Background: an optimization exercise with open tools, aiming at small area, a short achievable clock period and few clock cycles per item. Do not read the settings as production practice.
At most, simulation tests tie the RTL to the original design; equivalence was not proved.
Power figures rest on the tool's default switching activity, not on a simulated workload.

==> flow/design.v <==
module cache_controller(
    input  logic         clk,
    input  logic         rst_n,
    input  logic         read_req,      
    input  logic         write_req,     
    input  logic         cache_flush,   
    input  logic [31:0]  p_addr,        
    output logic [31:0]  m_addr,        
    input  logic [31:0]  p_w_data,      
    output logic [31:0]  p_r_data,      
    input  logic [127:0] m_r_data,      
    output logic [127:0] m_w_data,      
    input  logic         main_mem_ack,  
    output logic         mem_write,     
    output logic         mem_read,      
    output logic         stall,         
    output logic         p_ready        
);
    localparam PB = 2;      
    logic [127:0] line;     
    logic [27:0]  tag;      
    logic         valid;
    logic         dirty;
    logic         hit_r;    
    logic         miss_r;   
    logic         rd_r;     
    logic         wr_r;     
    logic         ack_r;    
    logic [3:0]   selm_r [2];  
    logic [3:0]   sell_r [2];  
    logic         rw, any, done, match, miss, fill_done, wb_done, fill_next;
    logic [3:0]   word;     
    logic [3:0]   wsel;     
    logic [3:0]   fsel;     
    logic [3:0]   hold;     
    logic [127:0] line_d;
    assign rw    = read_req | write_req;
    assign any   = read_req | write_req | cache_flush;
    assign match = valid && (tag == p_addr[31:4]);
    assign miss  = (tag[PB-1:0] != p_addr[PB+3:4]) || miss_r;
    assign fill_done = rd_r && main_mem_ack;
    assign wb_done   = wr_r && main_mem_ack;
    assign mem_write = dirty && ((rw && miss) || cache_flush);
    assign mem_read  = rw && !dirty && miss;
    assign m_addr    = {(dirty ? tag : p_addr[31:4]), 4'b0000};
    assign m_w_data  = line;
    assign done    = hit_r || (main_mem_ack && ack_r) || (cache_flush && !dirty);
    assign p_ready = any && done;
    assign stall   = any && !done;
    always_comb begin
        for (int h = 0; h < 2; h++) begin
            p_r_data[16*h +: 16] = 16'd0;
            for (int k = 0; k < 4; k++)
                p_r_data[16*h +: 16] = p_r_data[16*h +: 16]
                                     | ({16{selm_r[h][k]}} & m_r_data[32*k+16*h +: 16])
                                     | ({16{sell_r[h][k]}} & line[32*k+16*h +: 16]);
        end
    end
    always_comb begin
        for (int k = 0; k < 4; k++) begin
            word[k] = (p_addr[3:2] == 2'(k));
            wsel[k] = write_req && word[k] && (hit_r || fill_done);
            fsel[k] = fill_done && !wsel[k];
            hold[k] = !wsel[k] && !fill_done;
            line_d[32*k +: 32] = ({32{hold[k]}} & line[32*k +: 32])
                               | ({32{wsel[k]}} & p_w_data)
                               | ({32{fsel[k]}} & m_r_data[32*k +: 32]);
        end
    end
    assign fill_next = mem_read && !main_mem_ack;
    always_ff @(posedge clk) begin
        line <= line_d;
        for (int h = 0; h < 2; h++) begin
            selm_r[h] <= word & {4{fill_next}};
            sell_r[h] <= word & {4{!fill_next}};
        end
        if (fill_done)
            tag <= p_addr[31:4];
    end
    always_ff @(posedge clk or negedge rst_n) begin
        if (!rst_n) begin
            valid  <= 1'b0;
            dirty  <= 1'b0;
            hit_r  <= 1'b0;
            miss_r <= 1'b1;
            rd_r   <= 1'b0;
            wr_r   <= 1'b0;
            ack_r  <= 1'b0;
        end else begin
            hit_r  <= stall && rw && match;
            miss_r <= (stall && !match) || !(valid || fill_done);
            rd_r   <= fill_next;
            wr_r   <= mem_write && !main_mem_ack;
            ack_r  <= (mem_read || (mem_write && cache_flush)) && !main_mem_ack;
            if (fill_done)
                valid <= 1'b1;
            if (wb_done)
                dirty <= 1'b0;
            else if (write_req && (hit_r || fill_done))
                dirty <= 1'b1;
        end
    end
endmodule
clock: 6.0 ns
lec_check: 0
cap_margin: 20
core_margin: 2
core_utilization: 50
cts_buf_list: sky130_fd_sc_hd__clkbuf_8
setup_slack_margin: 2.8
slew_margin: 20
standard.sh (not shown) runs the stock make flow with config.mk's settings and CLKGATE_MAP_FILE= SYNTH_SCRIPT=/design/flow/synth_recipe.tcl, a recipe that flattens the netlist after the stock synthesis.
==> flow/flow/run.sh <==
#!/bin/bash
# Standard layout with two changes:
#  - synthesis maps the logic with an area-oriented ABC script
#    (flow/abc_area.script) instead of ORFS's speed script; everything else
#    in the standard flow's synthesis script (synth_recipe.tcl) is kept;
#  - the ports get plain buf_1 buffers (buffer_ports -buffer_cell).
set -euo pipefail
W=$PWD
# synth_recipe.tcl with a wrapper that swaps the ABC script
{
  head -n 1 synth_recipe.tcl
  cat <<EOT
proc abc {args} {
  set i [lsearch -exact \$args -script]
  if {\$i >= 0} { set args [lreplace \$args [expr {\$i+1}] [expr {\$i+1}] $W/flow/abc_area.script] }
  yosys abc {*}\$args
}
EOT
  tail -n +2 synth_recipe.tcl
} > synth_area.tcl
sed "s#SYNTH_SCRIPT=[^ ]*synth_recipe.tcl#SYNTH_SCRIPT=$W/synth_area.tcl#" standard.sh > standard_area.sh
grep -q "SYNTH_SCRIPT=$W/synth_area.tcl" standard_area.sh
export BUFFER_PORTS_ARGS="-buffer_cell sky130_fd_sc_hd__buf_1"
bash standard_area.sh > standard.log 2>&1
==> flow/flow/abc_area.script <==
strash
&get -n
&fraig -x
&put
dc2
strash
&get -n
&dch -f
&nf -R 1000
&put
Testbench counts at the start, summed over its fixed seeds: cycles 68,314, items 12,008.
Then changed:
--- a/flow/design.v
+++ b/flow/design.v
@@ -15,9 +15,9 @@
     output logic         mem_read,      
     output logic         stall,         
     output logic         p_ready        
 );
-    localparam PB = 2;      
+    localparam PB = 3;      
     logic [127:0] line;     
     logic [27:0]  tag;      
     logic         valid;
     logic         dirty;
The changed run produced a clean layout.
Combinational power goes down by about 8%.
Total power fell by 3.6%.
Via count hardly moves.
Synthesized area hardly moves.
Maximum frequency shrinks by 0.66%.
Cell count decreases by 0.37%.
Hold slack stays flat.
Synthesized cell count barely changes.
Register-to-register slack is worse by 0.15 ns.
Sequential share of layout area came out higher by 0.13 points.
Utilization fell by 0.30 points.
Testbench counts after the change, summed over its fixed seeds: cycles 67,648, items 12,008.


Another version of the RTL of cache_controller (not shown whole).
For scale: about 1100 cells after synthesis, about 160 flip-flops, about 390 I/O pins, about 12000 um^2 of cells after synthesis.
==> module cache_controller, before the edit <==
module cache_controller(
    input  logic         clk,
    input  logic         rst_n,
    input  logic         read_req,      
    input  logic         write_req,     
    input  logic         cache_flush,   
    input  logic [31:0]  p_addr,        
    output logic [31:0]  m_addr,        
    input  logic [31:0]  p_w_data,      
    output logic [31:0]  p_r_data,      
    input  logic [127:0] m_r_data,      
    output logic [127:0] m_w_data,      
    input  logic         main_mem_ack,  
    output logic         mem_write,     
    output logic         mem_read,      
    output logic         stall,         
    output logic         p_ready        
);
    logic [127:0] line;     
    logic [27:0]  tag;      
    logic         valid;
    logic         dirty;
    logic [1:0]   off;
    logic         rw, hit, wb, fill, fill_done;
    logic [3:0]   wsel;
    assign off  = p_addr[3:2];
    assign rw   = read_req | write_req;
    assign hit  = valid && (tag == p_addr[31:4]);
    assign wb   = dirty && ((rw && !hit) || cache_flush);
    assign fill = rw && !hit && !dirty;
    assign mem_write = wb;
    assign mem_read  = fill;
    assign m_addr    = {(dirty ? tag : p_addr[31:4]), 4'b0000};
    assign m_w_data  = line;
    assign fill_done = fill && main_mem_ack;
    assign p_ready   = (rw && hit) || fill_done || (cache_flush && (!dirty || main_mem_ack));
    assign stall     = (read_req | write_req | cache_flush) & ~p_ready;
    always_comb begin
        case (off)
        2'd0: p_r_data = main_mem_ack ? m_r_data[31:0] : line[31:0];
        2'd1: p_r_data = main_mem_ack ? m_r_data[63:32] : line[63:32];
        2'd2: p_r_data = main_mem_ack ? m_r_data[95:64] : line[95:64];
        default: p_r_data = main_mem_ack ? m_r_data[127:96] : line[127:96];
        endcase
    end
    always_comb begin
        for (int k = 0; k < 4; k++)
            wsel[k] = write_req && (hit || fill_done) && (off == 2'(k));
    end
    always_ff @(posedge clk) begin
        for (int k = 0; k < 4; k++) begin
            if (wsel[k])
                line[32*k +: 32] <= p_w_data;
            else if (fill_done)
                line[32*k +: 32] <= m_r_data[32*k +: 32];
        end
        if (fill_done)
            tag <= p_addr[31:4];
    end
    always_ff @(posedge clk or negedge rst_n) begin
        if (!rst_n) begin
            valid <= 1'b0;
            dirty <= 1'b0;
        end else begin
            if (fill_done)
                valid <= 1'b1;
            if (wb && main_mem_ack)
                dirty <= 1'b0;
            else if (write_req && (hit || fill_done))
                dirty <= 1'b1;
        end
    end
endmodule
Settings: LEC_CHECK=0, CAP_MARGIN=20, CORE_MARGIN=2, CORE_UTILIZATION=40, SLEW_MARGIN=20; clock period 6.0 ns.
==> flow/flow/run.sh <==
#!/bin/bash
# Standard layout, with plain buffers on the ports.
cp standard.sh standard_sh_copy.txt
export BUFFER_PORTS_ARGS="-buffer_cell sky130_fd_sc_hd__buf_2"
bash standard.sh > standard.log 2>&1
Change:
==> flow/design.v (replaced) <==
module cache_controller(
    input  logic         clk,
    input  logic         rst_n,
    input  logic         read_req,      
    input  logic         write_req,     
    input  logic         cache_flush,   
    input  logic [31:0]  p_addr,        
    output logic [31:0]  m_addr,        
    input  logic [31:0]  p_w_data,      
    output logic [31:0]  p_r_data,      
    input  logic [127:0] m_r_data,      
    output logic [127:0] m_w_data,      
    input  logic         main_mem_ack,  
    output logic         mem_write,     
    output logic         mem_read,      
    output logic         stall,         
    output logic         p_ready        
);
    logic [127:0] line;     
    logic [27:0]  tag;      
    logic         valid;
    logic         dirty;
    logic         hit_r;    
    logic         rd_r;     
    logic         wr_r;     
    logic [1:0]   off;
    logic         rw, idle, hit, fill_done;
    logic [3:0]   wsel;
    assign off  = p_addr[3:2];
    assign rw   = read_req | write_req;
    assign idle = !hit_r && !rd_r && !wr_r;
    assign hit  = valid && (tag == p_addr[31:4]);
    assign mem_write = wr_r;
    assign mem_read  = rd_r;
    assign m_addr    = {(wr_r ? tag : p_addr[31:4]), 4'b0000};
    assign m_w_data  = line;
    assign fill_done = rd_r && main_mem_ack;
    assign p_ready   = hit_r || fill_done || (cache_flush && ((idle && !dirty) || (wr_r && main_mem_ack)));
    assign stall     = (read_req | write_req | cache_flush) & ~p_ready;
    always_comb begin
        case (off)
        2'd0: p_r_data = main_mem_ack ? m_r_data[31:0]   : line[31:0];
        2'd1: p_r_data = main_mem_ack ? m_r_data[63:32]  : line[63:32];
        2'd2: p_r_data = main_mem_ack ? m_r_data[95:64]  : line[95:64];
        default: p_r_data = main_mem_ack ? m_r_data[127:96] : line[127:96];
        endcase
    end
    always_comb begin
        for (int k = 0; k < 4; k++)
            wsel[k] = write_req && ((idle && hit) || fill_done) && (off == 2'(k));
    end
    always_ff @(posedge clk) begin
        for (int k = 0; k < 4; k++) begin
            if (wsel[k])
                line[32*k +: 32] <= p_w_data;
            else if (fill_done)
                line[32*k +: 32] <= m_r_data[32*k +: 32];
        end
        if (fill_done)
            tag <= p_addr[31:4];
    end
    always_ff @(posedge clk or negedge rst_n) begin
        if (!rst_n) begin
            valid <= 1'b0;
            dirty <= 1'b0;
            hit_r <= 1'b0;
            rd_r  <= 1'b0;
            wr_r  <= 1'b0;
        end else begin
            hit_r <= 1'b0;
            if (idle) begin
                if (rw) begin
                    if (hit) begin
                        hit_r <= 1'b1;
                        if (write_req)
                            dirty <= 1'b1;
                    end else if (dirty) begin
                        wr_r <= 1'b1;
                    end else begin
                        rd_r <= 1'b1;
                    end
                end else if (cache_flush && dirty) begin
                    wr_r <= 1'b1;
                end
            end
            if (wr_r && main_mem_ack) begin
                wr_r  <= 1'b0;
                dirty <= 1'b0;
                rd_r  <= rw;
            end
            if (fill_done) begin
                rd_r  <= 1'b0;
                valid <= 1'b1;
                dirty <= write_req;
            end
        end
    end
endmodule
After rerunning:
- The changed run finished with timing, DRC and antenna clean
- final cell count drops by 29%
- global-route usage falls by 4.6 points
- register-to-register slack gets better by 0.37 ns
- maximum frequency went up by 15%
- design area drops by 17%
No run of this note included a check of the RTL's function; only the layout flow was run.

[what the ideal ports hide]
Ports are ideal in the flow. The routed layouts listed here were re-timed in OpenROAD.
Step 1 (the two cells are an assumption about what drives the block):
set clk [get_ports {clk}]
set_driving_cell -lib_cell sky130_fd_sc_hd__clkbuf_16 $clk
set_driving_cell -lib_cell sky130_fd_sc_hd__buf_2 [delete_from_list [all_inputs] $clk]
Step 2 moves the port delays by t, midway between the first and last clock arrival at a register: inputs arrive t later, outputs are due t later. That takes back most of the time a late clock gives input paths.
Slacks: ideal ports / drivers / drivers and shift; pairs: ideal ports / drivers.
| run | t (ns) | slack for setup (ns) | hold WS [ns] | latest minus earliest clock arrival (ns) | slew at the worst register clock pin (ns) |
|---|---|---|---|---|---|
| the first run of note 1 | 0.512 | 2.794 / 2.754 / 2.314 | 0.458 / 0.458 / 0.458 | 0.010 / 0.010 | 0.09 / 0.09 |
| the second run of note 1 | 0.530 | 2.773 / 2.745 / 2.296 | 0.455 / 0.455 / 0.455 | 0.013 / 0.013 | 0.10 / 0.10 |
| the first run of note 2 | 0.492 | 0.917 / 0.882 / 0.882 | 0.521 / 0.521 / 0.521 | 0.013 / 0.012 | 0.08 / 0.08 |
| the second run of note 2 | 0.462 | 1.579 / 1.554 / 1.348 | 0.540 / 0.540 / 0.540 | 0.013 / 0.012 | 0.07 / 0.07 |
After both steps every run listed still meets setup and hold. For the first run of note 1, which loses most, drivers alone change the setup slack by -0.040 ns; drivers and shift together by -0.480 ns.
